From an optimization exercise on the open Yosys and OpenROAD flow, aimed at small area and a short achievable clock period; shortcuts taken in it are not production practice.
In this exercise RTL edits were held to simulation tests only and were not proved equivalent to the original.
Power figures rest on the tool's default switching activity, not on a simulated workload.

Setup of job 4932:
==> flow/design.v (excerpt) <==
module fp16(
	input clk_50,reset_50,
	input [15:0] x_50,y_50,
	output [15:0] m_50,a_50
	);
Settings: LEC_CHECK=0, CAP_MARGIN=20, CORE_MARGIN=2, CORE_UTILIZATION=40, CTS_BUF_LIST=sky130_fd_sc_hd__clkbuf_4 sky130_fd_sc_hd__clkbuf_8, PLACE_DENSITY=0.6, SETUP_SLACK_MARGIN=2.5, SLEW_MARGIN=20, SYNTH_HIERARCHICAL=1, SYNTH_MINIMUM_KEEP_SIZE=0; clock period 6.0 ns.
standard.sh (not shown) runs the stock make flow with config.mk's settings and CLKGATE_MAP_FILE= SYNTH_SCRIPT=/design/flow/synth_recipe.tcl, a recipe that flattens the netlist after the stock synthesis.
==> flow/flow/run.sh <==
#!/bin/bash
set -e
export BUFFER_PORTS_ARGS="-buffer_cell sky130_fd_sc_hd__buf_1"
export CTS_ARGS="-sink_clustering_enable -repair_clock_nets -dont_use_dummy_load -buf_list {sky130_fd_sc_hd__clkbuf_2 sky130_fd_sc_hd__clkbuf_4}"
export RECOVER_POWER=50
bash standard.sh > standard.log 2>&1
The flow did not stop early for job 4932: all stages ran, and the layout cleared the timing, DRC and antenna checks.
What job 9733 does differently from job 4932 at the input level:
# job 4932
export LEC_CHECK = 0
export CAP_MARGIN = 20
export CORE_MARGIN = 2
export CORE_UTILIZATION = 40
export CTS_BUF_LIST = sky130_fd_sc_hd__clkbuf_4 sky130_fd_sc_hd__clkbuf_8
export PLACE_DENSITY = 0.6
export SETUP_SLACK_MARGIN = 2.5
export SLEW_MARGIN = 20
export SYNTH_HIERARCHICAL = 1
export SYNTH_MINIMUM_KEEP_SIZE = 0
create_clock -name core_clock -period 6.0 [get_ports {clk_50}]
# job 9733
export LEC_CHECK = 0
export ABC_AREA = 1
export CAP_MARGIN = 20
export CORE_MARGIN = 2
export CORE_UTILIZATION = 40
export CTS_BUF_LIST = sky130_fd_sc_hd__clkbuf_4 sky130_fd_sc_hd__clkbuf_8
export PLACE_DENSITY = 0.6
export SETUP_SLACK_MARGIN = 2.5
export SLEW_MARGIN = 20
export SYNTH_HIERARCHICAL = 1
export SYNTH_MINIMUM_KEEP_SIZE = 0
create_clock -name core_clock -period 6.0 [get_ports {clk_50}]
==> flow/flow/run.sh <==
#!/bin/bash
set -e
export BUFFER_PORTS_ARGS="-buffer_cell sky130_fd_sc_hd__buf_1"
export CTS_ARGS="-sink_clustering_enable -repair_clock_nets -dont_use_dummy_load -buf_list {sky130_fd_sc_hd__clkbuf_4 sky130_fd_sc_hd__clkbuf_8}"
bash standard.sh > standard.log 2>&1
Notes after the runs:
Compared with job 4932, in job 9733 data required time of the worst path went up; via count went up; multi-input combinational cell area went up; total power went up.
s2_nc as the first element of the critical path was reported by job 4932, and s1_ym[2] by job 9733.
Changes observed in job 9733 relative to job 4932: post-synthesis mux area share now smaller, global-route usage now smaller.
Inputs modified between job 9733 and job 732:
# job 9733
export LEC_CHECK = 0
export ABC_AREA = 1
export CAP_MARGIN = 20
export CORE_MARGIN = 2
export CORE_UTILIZATION = 40
export CTS_BUF_LIST = sky130_fd_sc_hd__clkbuf_4 sky130_fd_sc_hd__clkbuf_8
export PLACE_DENSITY = 0.6
export SETUP_SLACK_MARGIN = 2.5
export SLEW_MARGIN = 20
export SYNTH_HIERARCHICAL = 1
export SYNTH_MINIMUM_KEEP_SIZE = 0
create_clock -name core_clock -period 6.0 [get_ports {clk_50}]
# job 732
export LEC_CHECK = 0
export CAP_MARGIN = 20
export CORE_MARGIN = 2
export CORE_UTILIZATION = 40
export CTS_BUF_LIST = sky130_fd_sc_hd__clkbuf_4 sky130_fd_sc_hd__clkbuf_8
export PLACE_DENSITY = 0.6
export SETUP_SLACK_MARGIN = 2.5
export SLEW_MARGIN = 20
export SYNTH_HIERARCHICAL = 1
export SYNTH_MINIMUM_KEEP_SIZE = 0
create_clock -name core_clock -period 6.0 [get_ports {clk_50}]
diff --git a/flow/flow/run.sh b/flow/flow/run.sh
--- a/flow/flow/run.sh
+++ b/flow/flow/run.sh
@@ -4,2 +4,5 @@
 export CTS_ARGS="-sink_clustering_enable -repair_clock_nets -dont_use_dummy_load -buf_list {sky130_fd_sc_hd__clkbuf_4 sky130_fd_sc_hd__clkbuf_8}"
+export RECOVER_POWER=50
+bash standard.sh synth > synth.log 2>&1
+openroad -no_init -exit flow/downsize.tcl > downsize.log 2>&1
 bash standard.sh > standard.log 2>&1
==> flow/flow/downsize.tcl (new file) <==
# Swap a21oi_2 instances of the synthesized netlist for a21oi_1.
set f orfs/results/sky130hd/fp16/base/1_synth.odb
read_db $f
set db [ord::get_db]
set small [$db findMaster sky130_fd_sc_hd__a21oi_1]
set n 0
foreach inst [[ord::get_db_block] getInsts] {
  if {[[$inst getMaster] getName] eq "sky130_fd_sc_hd__a21oi_2"} {
    $inst swapMaster $small
    incr n
  }
}
puts "swapped $n a21oi_2 to a21oi_1"
write_db $f
Per the comparison of job 732 with job 9733, combinational share of power saw a decrease, non-filler instance count after layout fell by 247, global-route wire length before repair down 2400 um, netlist area before placement saw a decrease, via count lost 18%.
Input-level comparison between job 8970 and job 732:
# job 732
export LEC_CHECK = 0
export CAP_MARGIN = 20
export CORE_MARGIN = 2
export CORE_UTILIZATION = 40
export CTS_BUF_LIST = sky130_fd_sc_hd__clkbuf_4 sky130_fd_sc_hd__clkbuf_8
export PLACE_DENSITY = 0.6
export SETUP_SLACK_MARGIN = 2.5
export SLEW_MARGIN = 20
export SYNTH_HIERARCHICAL = 1
export SYNTH_MINIMUM_KEEP_SIZE = 0
create_clock -name core_clock -period 6.0 [get_ports {clk_50}]
# job 8970
export LEC_CHECK = 0
export CAP_MARGIN = 20
export CORE_MARGIN = 2
export CORE_UTILIZATION = 50
export CTS_BUF_LIST = sky130_fd_sc_hd__clkbuf_4 sky130_fd_sc_hd__clkbuf_8
export PLACE_DENSITY = 0.6
export SETUP_SLACK_MARGIN = 2.5
export SLEW_MARGIN = 20
export SYNTH_HIERARCHICAL = 1
export SYNTH_MINIMUM_KEEP_SIZE = 0
create_clock -name core_clock -period 6.0 [get_ports {clk_50}]
diff --git a/flow/flow/run.sh b/flow/flow/run.sh
--- a/flow/flow/run.sh
+++ b/flow/flow/run.sh
@@ -5,4 +5,2 @@
 export RECOVER_POWER=50
-bash standard.sh synth > synth.log 2>&1
-openroad -no_init -exit flow/downsize.tcl > downsize.log 2>&1
 bash standard.sh > standard.log 2>&1
removed: flow/flow/downsize.tcl
### Flow results
Going from job 732 to job 8970, total power grows by 3.2%. On fraction of the cycle the final worst path needs, job 732 and job 8970 are basically level. The critical path depth of job 8970 and that of job 732 are within noise of each other.

what the ideal ports hide:
The results above use ideal ports. As a check the final layouts listed here were re-extracted and re-timed, cells and wires unchanged. Step 1 sets driving cells, clkbuf_16 on the clock port and buf_2 on the other inputs (assumed; they add their load-dependent delay and slew). Step 2 times the ports against the registers' clock, not the clock port: input delays grow and output delays shrink by t, the midpoint of the rising clock arrivals with the driver on. Three values: ideal ports, drivers, drivers and shift; two values: the first two.
| run | t (ns) | setup WS [ns] | hold slack, ns | worst setup path after step 2 | cell pins on the clock port's net |
|---|---|---|---|---|---|
| job 4932 | 0.419 | 2.586 / 2.559 / 2.611 | 0.339 / 0.339 / 0.339 | register to register | 1 |
| job 9733 | 0.389 | 2.620 / 2.620 / 2.620 | 0.328 / 0.328 / 0.328 | register to register | 1 |
| job 732 | 0.370 | 2.247 / 2.218 / 2.588 | 0.330 / 0.330 / 0.330 | register to output | 1 |
| job 8970 | 0.350 | 2.254 / 2.220 / 2.570 | 0.309 / 0.309 / 0.309 | register to output | 1 |
After both steps setup and hold are still met in every run listed.
